Context: an optimization exercise on an open-source flow, tuned for a short achievable clock period and few clock cycles. The choices shown serve that exercise and are no tape-out recipe.
Function was checked by simulation only, so behaviour that the tests miss may differ from the original.
No activity file was given, so power comes from the tool's default toggle rates.

## run A
==> flow/design.v (excerpt) <==
module nr_mcu(clk, enable, code_addr, code_din, emif_addr, emif_wr_n, emif_rd_n, emif_din, emif_dout);
Size: about 4300 cells after synthesis, about 1600 flip-flops, ~160 I/O pins.
Settings: LEC_CHECK=0, ABC_CLOCK_PERIOD_IN_PS=1500, CAP_MARGIN=20, CORE_MARGIN=2, CORE_UTILIZATION=40, CTS_CLUSTER_DIAMETER=60, CTS_CLUSTER_SIZE=20, SETUP_SLACK_MARGIN=4.4, SLEW_MARGIN=20; clock period 7.0 ns.
run.sh (not shown) runs the stock make flow with config.mk's settings and CLKGATE_MAP_FILE= SYNTH_SCRIPT=/design/flow/synth_recipe.tcl, a recipe that flattens the netlist after the stock synthesis.
Testbench counts of run A, summed over its fixed seeds: cycles 59,949.
Input changes introduced in run B (baseline for comparison: run A):
# run A
export LEC_CHECK = 0
export ABC_CLOCK_PERIOD_IN_PS = 1500
export CAP_MARGIN = 20
export CORE_MARGIN = 2
export CORE_UTILIZATION = 40
export CTS_CLUSTER_DIAMETER = 60
export CTS_CLUSTER_SIZE = 20
export SETUP_SLACK_MARGIN = 4.4
export SLEW_MARGIN = 20
create_clock -name core_clock -period 7.0 [get_ports {clk}]
# run B
export LEC_CHECK = 0
export ABC_CLOCK_PERIOD_IN_PS = 1500
export CAP_MARGIN = 20
export CORE_MARGIN = 2
export CORE_UTILIZATION = 30
export SETUP_SLACK_MARGIN = 4.4
export SLEW_MARGIN = 20
create_clock -name core_clock -period 7.0 [get_ports {clk}]
The largest stage delay on the critical path number comes out lower for run A vs run B. There was hardly any difference in register cell area after layout between run B and run A. Comparing run B and run A, the lower slack of the critical path was measured on run B. Of run B and run A, the run reporting the lower final-layout clock buffer total was run A. Run B against run A: final total power has increased; global-route wire length before repair has increased. Run B and run A ended up with roughly the same max-slew violation count. Run B: internal power summed over all cells 1600 uW above run A. Measured against each other, run B and run A differ in footprint of the multi-input gates, the higher figure coming from run B.
What run C does differently from run B at the input level:
# run B
export LEC_CHECK = 0
export ABC_CLOCK_PERIOD_IN_PS = 1500
export CAP_MARGIN = 20
export CORE_MARGIN = 2
export CORE_UTILIZATION = 30
export SETUP_SLACK_MARGIN = 4.4
export SLEW_MARGIN = 20
create_clock -name core_clock -period 7.0 [get_ports {clk}]
# run C
export LEC_CHECK = 0
export ABC_CLOCK_PERIOD_IN_PS = 1500
export CAP_MARGIN = 20
export CORE_MARGIN = 2
export CORE_UTILIZATION = 35
export PLACE_DENSITY_LB_ADDON = 0.1
export SETUP_SLACK_MARGIN = 4.2
export SLEW_MARGIN = 20
create_clock -name core_clock -period 7.0 [get_ports {clk}]
Findings:
From run B to run C the numbers moved as follows: portion of the clock cycle consumed by the worst path in the final layout lost 1.2 points; clock network fraction of total power picked up an extra 0.7 points; fmax picked up an extra about 3%; core utilization picked up an extra 5.6 points.
### run C -> run D
# run C
export LEC_CHECK = 0
export ABC_CLOCK_PERIOD_IN_PS = 1500
export CAP_MARGIN = 20
export CORE_MARGIN = 2
export CORE_UTILIZATION = 35
export PLACE_DENSITY_LB_ADDON = 0.1
export SETUP_SLACK_MARGIN = 4.2
export SLEW_MARGIN = 20
create_clock -name core_clock -period 7.0 [get_ports {clk}]
# run D
export LEC_CHECK = 0
export ABC_CLOCK_PERIOD_IN_PS = 1200
export CAP_MARGIN = 20
export CORE_MARGIN = 2
export CORE_UTILIZATION = 40
export SETUP_SLACK_MARGIN = 4.4
export SLEW_MARGIN = 20
create_clock -name core_clock -period 7.0 [get_ports {clk}]
## What came out
- Run D | stages: all done | timing, DRC, antenna: all pass
- For final area, run C and run D come out practically identical.
- In the metrics for run D and run C, the one carrying the higher number of clock buffers inserted by TritonCTS is run C.
- Area added between synthesis and finish ends up lower on run C.
Setup changes, run D to run E
# run D
export LEC_CHECK = 0
export ABC_CLOCK_PERIOD_IN_PS = 1200
export CAP_MARGIN = 20
export CORE_MARGIN = 2
export CORE_UTILIZATION = 40
export SETUP_SLACK_MARGIN = 4.4
export SLEW_MARGIN = 20
create_clock -name core_clock -period 7.0 [get_ports {clk}]
# run E
export LEC_CHECK = 0
export ABC_CLOCK_PERIOD_IN_PS = 1000
export CAP_MARGIN = 20
export CORE_MARGIN = 2
export CORE_UTILIZATION = 35
export SETUP_SLACK_MARGIN = 4.5
export SLEW_MARGIN = 20
create_clock -name core_clock -period 7.0 [get_ports {clk}]
[summary]
- Run E vs. run D: cell area went up 330 sq um, transition at the pin with the smallest max-transition slack lower, clock group share of total power saw an increase.
- Compared with run D, power in run E increased slightly.
- Compared with run D, run E instantiates a larger number of standard cells.
- Run E vs. run D: area fraction of clock buffers and clock inverters increased by 0.20 points relative to the old numbers, sequential share of cell area decreased by 0.26 points relative to the old numbers, worst-case vdd ir drop increased by about 3.6% relative to the old numbers, delay of the slowest critical-path stage increased by 70 ps relative to the old numbers, number of buffers inserted by post-CTS setup repair increased by about 1.7% relative to the old numbers.
- Placer congestion estimate: higher on run E
[inputs] run F vs run E
# run E
export LEC_CHECK = 0
export ABC_CLOCK_PERIOD_IN_PS = 1000
export CAP_MARGIN = 20
export CORE_MARGIN = 2
export CORE_UTILIZATION = 35
export SETUP_SLACK_MARGIN = 4.5
export SLEW_MARGIN = 20
create_clock -name core_clock -period 7.0 [get_ports {clk}]
# run F
export LEC_CHECK = 0
export ABC_CLOCK_PERIOD_IN_PS = 1200
export CAP_MARGIN = 20
export CORE_MARGIN = 2
export CORE_UTILIZATION = 40
export SETUP_SLACK_MARGIN = 4.6
export SLEW_MARGIN = 20
create_clock -name core_clock -period 7.0 [get_ports {clk}]
### Flow results
Footprint of the flip-flops and latches across run E and run F: no real change. From run E to run F the numbers moved as follows: met3 layer usage reported by global route now sits lower; clock-buffer cell count lost 0.90%; via count now sits higher; detail-routed net length per standard cell rose 1.6 um; total power lower. Delta (run F minus run E): effective utilization at floorplan rose by 5.1 points; core utilization now larger; final instance area held.

[port drivers added, routing unchanged]
In the flow no input, the clock included, has a driving cell. The finished layouts below were timed again as built, in two steps. Step 1, drivers: a clkbuf_16 drives clk and a buf_2 each remaining input, both assumed. Step 2 adds t to the input delays and takes it off the output delays; t is the mean of the earliest and latest rising clock arrival at the registers after step 1. Input paths then give back, and output paths get back, about the clock's delay inside the block. Slacks: ideal / step 1 / step 2; pairs: ideal / step 1.
run	shift t [ns]	slack for setup (ns)	worst slew at a driven data input, ns
run A	0.828	4.087 / 4.010 / 3.304	0.09
run B	0.859	3.970 / 3.891 / 3.338	0.15
run C	0.889	4.055 / 3.975 / 3.232	0.10
run D	0.875	4.024 / 3.946 / 3.283	0.08
run E	0.878	3.979 / 3.901 / 3.293	0.07
run F	0.885	4.016 / 3.977 / 3.274	0.07
After both steps setup and hold are still met in every run listed. The setup slack of run C, which loses most, moves by -0.080 ns with the drivers and by -0.823 ns with both steps.
